What follows belongs to an exercise in optimizing a design on an open flow for small area; a production flow would make more cautious choices.
Only simulation tests tie the RTL to the original design; equivalence was not proved.
Power figures rest on the tool's default switching activity, not on a simulated workload.

## oak
## sequencer
module sequencer(
    input  logic CLK100MHZ,
    input  logic rst,
    input  logic BTNU, BTND, BTNL, BTNR, BTNC, CPU_RESETN,
    input  logic SW15,SW14,SW13,SW12,SW11,SW10,SW9,SW8,SW7,SW6,SW5,SW4,SW3,SW2,SW1,SW0,
    output logic [15:0] LED,
    output logic LED16_R,
    output logic LED17_R, LED17_G, LED17_B,
    output logic [7:0] AN,
    output logic DP,CG,CF,CE,CD,CC,CB,CA,
    output logic AUD_PWM,
    output logic AUD_SD
);
localparam logic PLAY = 1'b0, STOP = 1'b1;
localparam logic [1:0] STEP = 2'd0, SETTING_NAME = 2'd1, SETTING_VALUE = 2'd2;
localparam logic [2:0] SIGNAL = 3'd0, NOTE = 3'd5;
localparam logic[7:0] A_SSEG = 8'h77, B_SSEG = 8'h7C, C_SSEG = 8'h39, D_SSEG = 8'h5E,
                      E_SSEG = 8'h79, F_SSEG = 8'h71, G_SSEG = 8'h3D, H_SSEG = 8'h76,
                      I_SSEG = 8'h30, K_SSEG = 8'h75, N_SSEG = 8'h37, L_SSEG = 8'h38,
                      O_SSEG = 8'h3F, P_SSEG = 8'h73, Q_SSEG = 8'h6F, R_SSEG = 8'h33,
                      S_SSEG = 8'h6D, T_SSEG = 8'h78, U_SSEG = 8'h3E, V_SSEG = 8'h3E,
                      Y_SSEG = 8'h6E, DP_SSEG = 8'h80;
localparam logic[7:0] ZERO_SSEG = 8'h3F, ONE_SSEG = 8'h06, TWO_SSEG = 8'h5B, THREE_SSEG = 8'h4F,
                      FOUR_SSEG = 8'h66, FIVE_SSEG = 8'h6D, SIX_SSEG = 8'h7D, SEVEN_SSEG = 8'h07,
                      EIGHT_SSEG = 8'h7F, NINE_SSEG = 8'h6F;
logic meta, reset;
always_ff @(posedge CLK100MHZ) begin
  ...
export LEC_CHECK = 0
export ABC_AREA = 1
export CAP_MARGIN = 20
export CORE_AREA = 10 10 190 190
export CTS_BUF_LIST = sky130_fd_sc_hd__clkbuf_8
export CTS_CLUSTER_DIAMETER = 60
export CTS_CLUSTER_SIZE = 15
export DIE_AREA = 0 0 200 200
export SLEW_MARGIN = 20
create_clock -name core_clock -period 10.0 [get_ports {CLK100MHZ}]
standard.sh (not shown) runs the stock make flow with config.mk's settings and CLKGATE_MAP_FILE= SYNTH_SCRIPT=/design/flow/synth_recipe.tcl, a recipe that flattens the netlist after the stock synthesis.
==> flow/flow/run.sh <==
#!/bin/bash
# Own layout flow: the standard flow (standard.sh: the standard synthesis script and ORFS's
# make targets) with three changes:
# - ABC maps the combinational logic for area (dch -f; map -a) instead of ORFS's area script
#   (dch; map -B 0.9; buffer).  It runs after the flip-flops are mapped, so the registers,
#   their names and cells are the standard synthesis's.
# - the port buffers are sky130_fd_sc_hd__buf_1 (buffer_ports would pick a larger cell);
# - clock tree synthesis uses the standard arguments, clkbuf_8 buffers, clusters of at most
#   15 sinks, and no dummy loads.
# Every tool's output goes to the ORFS logs under orfs/logs and to make_finish.log here.
set -euo pipefail
work=$(pwd)
rm -rf "$work/scripts_local"
cp -r "$FLOW_HOME/scripts" "$work/scripts_local"
printf 'strash\ndch -f\nmap -a\ntopo\nstime -c\nupsize -c\ndnsize -c\n' > "$work/scripts_local/abc_area.script"
bash standard.sh \
  "SCRIPTS_DIR=$work/scripts_local" \
  "BUFFER_PORTS_ARGS=-buffer_cell sky130_fd_sc_hd__buf_1" \
  "CTS_ARGS=-sink_clustering_enable -repair_clock_nets -dont_use_dummy_load -sink_clustering_size 15 -sink_clustering_max_diameter 60 -buf_list sky130_fd_sc_hd__clkbuf_8" \
  finish > make_finish.log 2>&1
What pine does differently from oak at the input level:
-- flow/flow/run.sh --
<<< oak, line 4
# - ABC maps the combinational logic for area (dch -f; map -a) instead of ORFS's area script
#   (dch; map -B 0.9; buffer).  It runs after the flip-flops are mapped, so the registers,
>>> pine, line 4
# - ABC maps the combinational logic for area (resyn2 twice, &dch -f, &nf) instead of ORFS's
#   area script (dch; map -B 0.9; buffer).  It runs after the flip-flops are mapped, so the registers,
<<< oak, line 15
printf 'strash\ndch -f\nmap -a\ntopo\nstime -c\nupsize -c\ndnsize -c\n' > "$work/scripts_local/abc_area.script"
>>> pine, line 15
cat > "$work/scripts_local/abc_area.script" <<'ABC'
strash
balance; rewrite; refactor; balance; rewrite; rewrite -z; balance; refactor -z; rewrite -z; balance
balance; rewrite; refactor; balance; rewrite; rewrite -z; balance; refactor -z; rewrite -z; balance
&get -n
&dch -f
&nf -R 1000
&put
topo
ABC
## What came out
For the combinational power, pine came in about 18% lower than oak did. oak → pine: switching component of the power lost 27 uW; setup slack lost 0.0090 ns; met3 demand-to-capacity share in global routing picked up an extra 0.79 points. On final design instance area without fill: between oak and pine, it ends up lower for pine. pine against oak; post-route non-filler standard cell count is down by more than 10%. The placed wire-length estimate after detailed placement of pine is lower than that of oak. Compared to oak, pine has worst slew margin relative to its limit 7.6 points higher. Per the comparison of pine with oak, non-clock buffer count increased by 18 relative to the old numbers, total clock buffers created by CTS decreased about 4%. Compared to oak, the routing of pine uses less wire.
What birch does differently from pine at the input level:
==> flow/flow/run.sh <==
#!/bin/bash
# Own layout flow: the standard flow (standard.sh, which runs the standard synthesis and
# ORFS's make targets) with two changes:
# - the port buffers are sky130_fd_sc_hd__buf_1 (buffer_ports would pick a larger cell);
# - clock tree synthesis uses the standard arguments, clkbuf_8 buffers, clusters of at most
#   15 sinks, and no dummy loads.
# Everything else (floorplan, power grid, placement, routing) is the standard flow.
set -euo pipefail
bash standard.sh \
  "BUFFER_PORTS_ARGS=-buffer_cell sky130_fd_sc_hd__buf_1" \
  "CTS_ARGS=-sink_clustering_enable -repair_clock_nets -dont_use_dummy_load -sink_clustering_size 15 -sink_clustering_max_diameter 60 -buf_list sky130_fd_sc_hd__clkbuf_8" \
  finish > make_finish.log 2>&1
--- outcome ---
Comparing birch and pine, the lower average via count per standard cell is on birch.
birch ends up with higher global router's overall resource usage than pine does.
Diff pine -> birch: critical path depth higher; final critical path time including I/O delays and setup lower.
Taking pine as the reference, in birch basic-gate share of the synthesized area counting and, or, nand and nor cells picked up an extra 2.8 points, core occupancy in the finished layout picked up an extra 1.2 points, mean routed wirelength per cell lost 0.95 um, routed wire length picked up an extra 8.8%.
Diff pine -> birch: detailed placement HPWL up about 11%, combinational power up about 13%, minimum hold slack down 0.062 ns.

==> separate check: timing with driven ports <==
The results above use ideal ports. As a check the final layouts listed here were re-extracted and re-timed, cells and wires unchanged. Step 1 (the two cells are an assumption about what drives the block):
set clk [get_ports {CLK100MHZ}]
set_driving_cell -lib_cell sky130_fd_sc_hd__clkbuf_16 $clk
set_driving_cell -lib_cell sky130_fd_sc_hd__buf_2 [delete_from_list [all_inputs] $clk]
Step 2 moves the port delays by t, midway between the first and last clock arrival at a register: inputs arrive t later, outputs are due t later. That takes back most of the time a late clock gives input paths. Three values: ideal ports, drivers, drivers and shift; two values: the first two.
run	shift t [ns]	setup WS [ns]	pins driven straight from the clock port
oak	0.580	0.565 / 0.565 / 0.565	1
pine	0.573	0.556 / 0.556 / 0.556	1
birch	0.581	0.650 / 0.650 / 0.650	1
After both steps every run listed still meets setup and hold.
